What follows belongs to an exercise in optimizing a design on an open flow for small area; a production flow would make more cautious choices. Only simulation tests tie the RTL to the original design; equivalence was not proved. No activity file was given, so power comes from the tool's default toggle rates.

## MouseTransceiver
module MouseTransceiver(
	input 			RESET,
	input 			CLK,
	input 			CLK_MOUSE_IN,		 
	output 			CLK_MOUSE_OUT_EN,	 
	input 			DATA_MOUSE_IN,		 
	output 			DATA_MOUSE_OUT,		 
	output 			DATA_MOUSE_OUT_EN,	 
        output  [3:0] SEG_SELECT_OUT,
        output  [7:0] HEX_OUT,
        output  [1:0] LED_OUT
);
Size in the first run: about 540 cells after synthesis, about 120 flip-flops, about 21 I/O pins, ~4800 um2 of cells after synthesis.
clock: 10.0 ns
lec_check: 0
cap_margin: 20
core_margin: 2
core_utilization: 60
slew_margin: 20
standard.sh (not shown) runs the stock make flow with config.mk's settings and CLKGATE_MAP_FILE= SYNTH_SCRIPT=/design/flow/synth_recipe.tcl, a recipe that flattens the netlist after the stock synthesis.
==> flow/flow/run.sh <==
#!/bin/bash
# The standard layout (standard.sh) with these changes to how it is made:
#  - synthesis is the standard synthesis script, but ABC maps with an
#    area-oriented script (flow/area.abc, no delay target) and no full/half
#    adder extraction runs before it; registers are mapped exactly as in the
#    standard synthesis;
#  - the clock tree is built from clkbuf_4 cells, without dummy loads;
#  - port buffers are buf_1 cells.
# Each tool's full output goes to flow.log, next to ORFS's own logs in orfs/.
set -euo pipefail
W=$(pwd)
CTS_BUFS=${CTS_BUFS:-"sky130_fd_sc_hd__clkbuf_4"}
CTS_CLUSTER=${CTS_CLUSTER:-"-sink_clustering_size 30 -sink_clustering_max_diameter 100"}
# ORFS's synth.tcl with the ABC script replaced and its -D delay target dropped
sed "/synth_preamble.tcl/a set abc_args [lreplace \$abc_args 1 1 $W/flow/area.abc]\nset i [lsearch -exact \$abc_args -D]\nif {\$i >= 0} { set abc_args [lreplace \$abc_args \$i [expr {\$i + 1}]] }" \
  "$FLOW_HOME/scripts/synth.tcl" > "$W/orfs_synth.tcl"
sed "s#\$::env(SCRIPTS_DIR)/synth.tcl#$W/orfs_synth.tcl#" "$W/synth_recipe.tcl" > "$W/own_synth.tcl"
bash standard.sh \
  SYNTH_SCRIPT="$W/own_synth.tcl" \
  ADDER_MAP_FILE= \
  "CTS_ARGS=-sink_clustering_enable -repair_clock_nets -buf_list $CTS_BUFS $CTS_CLUSTER -dont_use_dummy_load" \
  "BUFFER_PORTS_ARGS=-buffer_cell sky130_fd_sc_hd__buf_1" \
  finish > flow.log 2>&1
==> flow/flow/area.abc <==
strash
&get -n
&fraig -x
&put
scorr
dc2
strash
&get -n
&dch -f
&nf -R 1000
&put
The first run went through all stages and came out clean.
Then changed:
==> flow/flow/run.sh (replaced) <==
#!/bin/bash
# The standard layout (standard.sh) with these changes to how it is made:
#  - synthesis is the standard synthesis script, but ABC maps with an
#    area-oriented script (flow/area.abc) and no full/half-adder extraction
#    runs before it; registers are mapped exactly as in the standard synthesis;
#  - the clock tree uses clkbuf cells named in CTS_BUFS, in large clusters,
#    without dummy loads;
#  - port buffers are buf_1 cells.
# Each tool's full output goes to flow.log, next to ORFS's own logs in orfs/.
set -euo pipefail
W=$(pwd)
CTS_BUFS=${CTS_BUFS:-"sky130_fd_sc_hd__clkbuf_4"}
CTS_CLUSTER=${CTS_CLUSTER:-"-sink_clustering_size 30 -sink_clustering_max_diameter 100"}
sed "/synth_preamble.tcl/a set abc_args [lreplace \$abc_args 1 1 $W/flow/area.abc]" \
  "$FLOW_HOME/scripts/synth.tcl" > "$W/orfs_synth.tcl"
sed "s#\$::env(SCRIPTS_DIR)/synth.tcl#$W/orfs_synth.tcl#" "$W/synth_recipe.tcl" > "$W/own_synth.tcl"
bash standard.sh \
  SYNTH_SCRIPT="$W/own_synth.tcl" \
  ADDER_MAP_FILE= \
  "CTS_ARGS=-sink_clustering_enable -repair_clock_nets -buf_list $CTS_BUFS $CTS_CLUSTER -dont_use_dummy_load" \
  "BUFFER_PORTS_ARGS=-buffer_cell sky130_fd_sc_hd__buf_1" \
  finish > flow.log 2>&1
=>
- The changed run completed with no timing, DRC or antenna violations
- final area is unchanged
- total power stays the same
- core utilization is unchanged
- via count does not change
- non-clock buffer count stays the same
- setup slack stays the same
- fmax is unchanged
- global-route usage does not change
- die area stays the same

-- port drivers added, routing unchanged --
The flow's constraints put no driver on any port. The routed layouts listed below were extracted and timed again, unchanged, in two steps. Step 1, drivers: a clkbuf_16 drives CLK and a buf_2 each remaining input, both assumed. Step 2 moves the port delays by t, midway between the first and last clock arrival at a register: inputs arrive t later, outputs are due t later. That takes back most of the time a late clock gives input paths. a / b / c = no drivers / after step 1 / after step 2; a / b = the first two.
| run | t (ns) | setup WS [ns] | worst setup path at the end | latest minus earliest clock arrival (ns) | worst data-port slew with drivers (ns) |
|---|---|---|---|---|---|
| the first run | 0.517 | 6.067 / 6.037 / 6.457 | input to register | 0.047 / 0.046 | 0.03 |
| the second run | 0.517 | 6.067 / 6.037 / 6.457 | input to register | 0.047 / 0.046 | 0.03 |
After both steps every run listed still meets setup and hold.
